This design comes from an exercise in tuning for small area and a short achievable clock period on the open sky130 flow, not from production work.
The RTL was checked by simulation tests, not by an equivalence proof against the original design.
No activity file was given, so power comes from the tool's default toggle rates.

$ cat flow/design.v
`timescale 1ns / 1ps
`default_nettype none
module ArithmaticUnit(
		input wire clock_i, isWb_i, enable_i,
		input wire [4:0] wbAddress_i,
		input wire [6:0] opCode_i,
		input wire [15:0] pOperand_i, sOperand_i,
		output reg wbEnable_o, 
		output reg [4:0] wbAddress_o,
		output reg [15:0] wbData_o,
		output reg [1:0] statusWriteback_o  
    );
	always @(posedge clock_i)
	begin
		if(enable_i)
		begin
			wbEnable_o <= isWb_i;
			wbAddress_o <= wbAddress_i; 
			case(opCode_i)
			0: begin wbEnable_o <= 0; wbData_o <= 0; end 
			1: begin wbData_o <= pOperand_i + sOperand_i; if ((pOperand_i + sOperand_i) < pOperand_i) begin statusWriteback_o[0] <= 0; statusWriteback_o[1] <= 1; end else begin statusWriteback_o[0] <= 0; statusWriteback_o[1] <= 0; end end 
			2: begin wbData_o <= pOperand_i - sOperand_i; if ((pOperand_i - sOperand_i) > pOperand_i) begin statusWriteback_o[0] <= 1; statusWriteback_o[1] <= 0;end else begin statusWriteback_o[0] <= 0; statusWriteback_o[1] <= 0; end end 
			3: begin wbData_o <= pOperand_i * sOperand_i; end 
			endcase
		end
	end
endmodule
$ cat flow/run.sh
#!/bin/bash
# synth_recipe.tcl (not shown) runs the flow's synth.tcl, then flattens the netlist and writes it again
# the make line also repeats each setting of config.mk as NAME=value (left out here)
make -C /OpenROAD-flow-scripts/flow DESIGN_CONFIG=/design/flow/config.mk WORK_HOME=/design/flow/orfs CLKGATE_MAP_FILE= SYNTH_SCRIPT=/design/flow/synth_recipe.tcl finish
$ cat flow/config.mk
export PLATFORM = sky130hd
export DESIGN_NAME = ArithmaticUnit
export DESIGN_NICKNAME = ArithmaticUnit
export VERILOG_FILES = /design/flow/design.v
export SDC_FILE = /design/flow/constraint.sdc
export NUM_CORES = 4
export LEC_CHECK = 0
export CAP_MARGIN = 20
export CORE_MARGIN = 2
export CORE_UTILIZATION = 40
export SLEW_MARGIN = 20
$ cat flow/constraint.sdc
create_clock -name core_clock -period 8.0 [get_ports {clock_i}]
set_input_delay 1.6000 -clock core_clock [delete_from_list [all_inputs] [get_ports {clock_i}]]
set_output_delay 1.6000 -clock core_clock [all_outputs]
set_load 0.01 [all_outputs]
==> flow_summary.toml <==
[status]
status = "timing/DRC/antenna clean"

[timing]
hold_viol_final = 0
drv_slew = 0
finalWorstPathRequiredPeriod_ns = 7.41
period_share_pct = 92.7
tightest_slew_ns = 0.883
rsz0062_at_grt = "false"
finalSetupTns_ns = 0
relSlewSlack_pct = 41.0
finalSetupViolCount = 0
max_freq_ghz = 0.135

[placement]
place_area_um2 = 8230
dp_hpwl_um = 17900
place.gp.congestion = 0.929
port_buffers = 70

[logic_synthesis]
yosysWarningCount = 1
yosysTopAreaCell = "fa_1"
yosysUniqueCellTypes = 72
synth_top_area_share_pct = 22.5
yosysSeqAreaShare_pct = 9.98
synth.net_count = 1102
synth-main-ff-cell = "edfxtp_1"
syn_area_per_cell_um2 = 8.37
synth_cells = 863
synthTopCellsByArea = "fa_1, ha_1, edfxtp_1"
syn_area_um2 = 7220
synth_edf_count = 24
async_reset_ff_share_pct = 0
synth-seq-cells = 24

[power_and_ir_drop]
power_per_cell_area_nw_per_um2 = 256
peakVddDrop_mv = 0.176
power.static_leakage_nw = 3.95

[route]
via_count = 6083
first_iter_violations = 466
detail-route-antenna-nets = 0
vias_per_cell = 5.23
dr.pass1.iters = 5
routed_wl_um = 20700
drc_errors = 0
wl_per_cell_um = 17.8

[global_routing]
grt_max_degree = 22
grt_pass1_vias = 6157
track_usage_pct = 22.0
grt_pass1_wl_um = 33600
grt_antenna_before_repair = 0
grt_overflow = 0

[cts]
cts_hold_buf = 0
clockRootBuffer = "clkbuf_16"
clk_pin_slew_ns = 0.06
cts_buffers = 3
post_cts_buffers = 0
clockBufferDepth = 2
cts_tree = "yes"
cts_sinks = 24
cts_max_level = 1
cts_resized = 0

[setup_path]
worst_ep_required_time_ns = 8.10
worst-setup-path-type = "input port to flop"
setup.worst_path.end_class = "flop"
cp_max_fo = 8
cp_data_arrival_time_ns = 7.51
start_kind = "input port"

[finish]
fillers = 1760
layout.nets = 1176
antenna_cells = 0
drive_gt1_share_pct = 4.49
synthToLayoutAreaGrowth_pct = 15.1
fin_area_um2 = 8310

[worst_hold_path]
holdPathEnd = "wbAddress_o[2]"
min_path_type = "input port to flop"
worstHoldStart = "wbAddress_i[2]"
hold_depth = 1

[die]
core-area_um2 = 17800
dieArea_um2 = 19100
die_h_um = 138
rows = 49
initial_utilization_pct = 40.5
die_w_um = 138
io-pin-count = 71

[run]
cap_violations = 0
==> layer usage <==
layer	up-vias	wire length, µm	GRT usage, %
met5	-	0	0
met4	0	484	4.67
met3	31	1220	2.67
met2	203	9810	36.8
met1	2899	9200	30.9
li1	2950	-	-
==> how the worst max path moves through the flow <==
stage	start	end	slack (ns)	depth (start not counted)
floorplan	sOperand_i[1]	wbData_o[15]	1.18	20
global placement	sOperand_i[5]	wbData_o[15]	0.35	20
detailed placement	sOperand_i[5]	wbData_o[15]	0.37	20
CTS	sOperand_i[5]	wbData_o[15]	0.59	20
global route	sOperand_i[5]	wbData_o[15]	0.31	20
finish	sOperand_i[5]	wbData_o[15]	0.59	20
==> sequential cells by signal, summed over array words and instances (netlist names) <==
register and cells:
statusWriteback_o 2, wbAddress_o 5, wbEnable_o 1, wbData_o 16
==> stage by stage <==
stage	instances	util [%]	setup WS, ns	hold slack [ns]	total power [mW]
2_1_floorplan	863	-	1.18	1.70	1.46
3_3_place_gp	1161	46.2	0.346	2.16	2.01
3_5_place_dp	1161	46.2	0.373	2.16	2.02
4_1_cts	1164	46.6	0.594	1.90	2.14
5_1_grt	1164	46.6	0.310	1.90	2.35
6_report	1164	46.6	0.587	1.90	2.13
==> cell type report <==
| class | instances | area [µm²] | area share, % |
|---|---|---|---|
| multi-input cells | 657 | 5780 | 69.5 |
| repair buffers | 89 | 843 | 10.1 |
| flip-flops and latches | 24 | 721 | 8.67 |
| inverters | 162 | 608 | 7.32 |
| well taps | 229 | 287 | 3.45 |
| clock buffers | 3 | 75.1 | 0.903 |
==> cells in the final DEF (no fill, tap or decap), types with 4 or more instances in the layout <==
master           instances
nand2_1                 89
nor2_1                  92
a31oi_1                  5
edfxtp_1                24
fa_1                    81
and2_1                  15
mux2_2                   4
clkdlybuf4s50_1         70
nor3_1                  14
a211oi_1                 6
nand3_1                 10
inv_1                  157
nand4_1                  5
clkinv_1                 5
xor2_1                  14
nor2b_1                  8
a21oi_1                 34
nand2b_1                 6
o21bai_1                 4
o21ai_1                  7
or3_1                    5
o21ai_0                 16
buf_4                   19
o21a_1                  11
xnor2_1                 47
a22oi_1                  5
ha_1                   111
a21o_1                  14
==> cell usage after synthesis (all sizes together) (12+ instances only) <==
cell    instances
nor3           15
fa             81
o21ai          23
ha            111
clkbuf         12
nand2          89
xnor2          47
a21oi          34
and2           16
edfxtp         24
a21o           15
xor2           14
nor2           93
inv           157
==> logic make-up (layout without fill, tap and decap cells) <==
group / Yosys count / in the layout / synth area share [%]
buffers and inverters: 182 / 254 / 10.0
muxes: 7 / 7 / 1.04
and+or+nand+nor: 261 / 261 / 16.3
DFF: 24 / 24 / 9.98
adders and majority gates: 192 / 192 / 41.7
AOI/OAI and AO/OA: 135 / 135 / 13.3
xor gates and xnor gates: 62 / 62 / 7.71
==> where the power goes <==
group          internal, mW  total (mW)  switching, mW
combinational         0.779        1.88           1.10
sequential            0.142       0.143       0.000802
clock                0.0659       0.104         0.0378
total                 0.987        2.13           1.14
==> worst max-delay path: stages <==
cell,delay [ns]
clkdlybuf4s50_1,0.64
clkinv_1,0.32
nor2_1,0.22
fa_1,0.47
inv_1,0.09
fa_1,0.43
inv_1,0.10
fa_1,0.45
fa_1,0.52
fa_1,0.49
inv_1,0.05
fa_1,0.47
inv_1,0.04
ha_1,0.37
nand3_1,0.09
a21oi_1,0.23
nor3_1,0.13
or3_2,0.49
a21bo_2,0.24
o211ai_2,0.06

static timing again, ports no longer ideal:
How much do the figures lean on ideal ports? The routed layout below was timed once more, with nothing changed but the port constraints.
Step 1 sets driving cells, clkbuf_16 on the clock port and buf_2 on the other inputs (assumed; they add their load-dependent delay and slew).
Step 2 also shifts input and output timing later by t, the mid clock arrival at the registers, as if the neighbouring blocks saw the same clock.
Slacks: ideal / step 1 / step 2; pairs: ideal / step 1.
shift t [ns]: 0.282
slack for setup (ns): 0.587 / 0.570 / 0.288
hold slack, ns: 1.902 / 1.899 / 2.181
pins driven straight from the clock port: 1
After both steps setup and hold are still met in this run. The setup slack of this run moves by -0.017 ns with the drivers and by -0.299 ns with both steps.
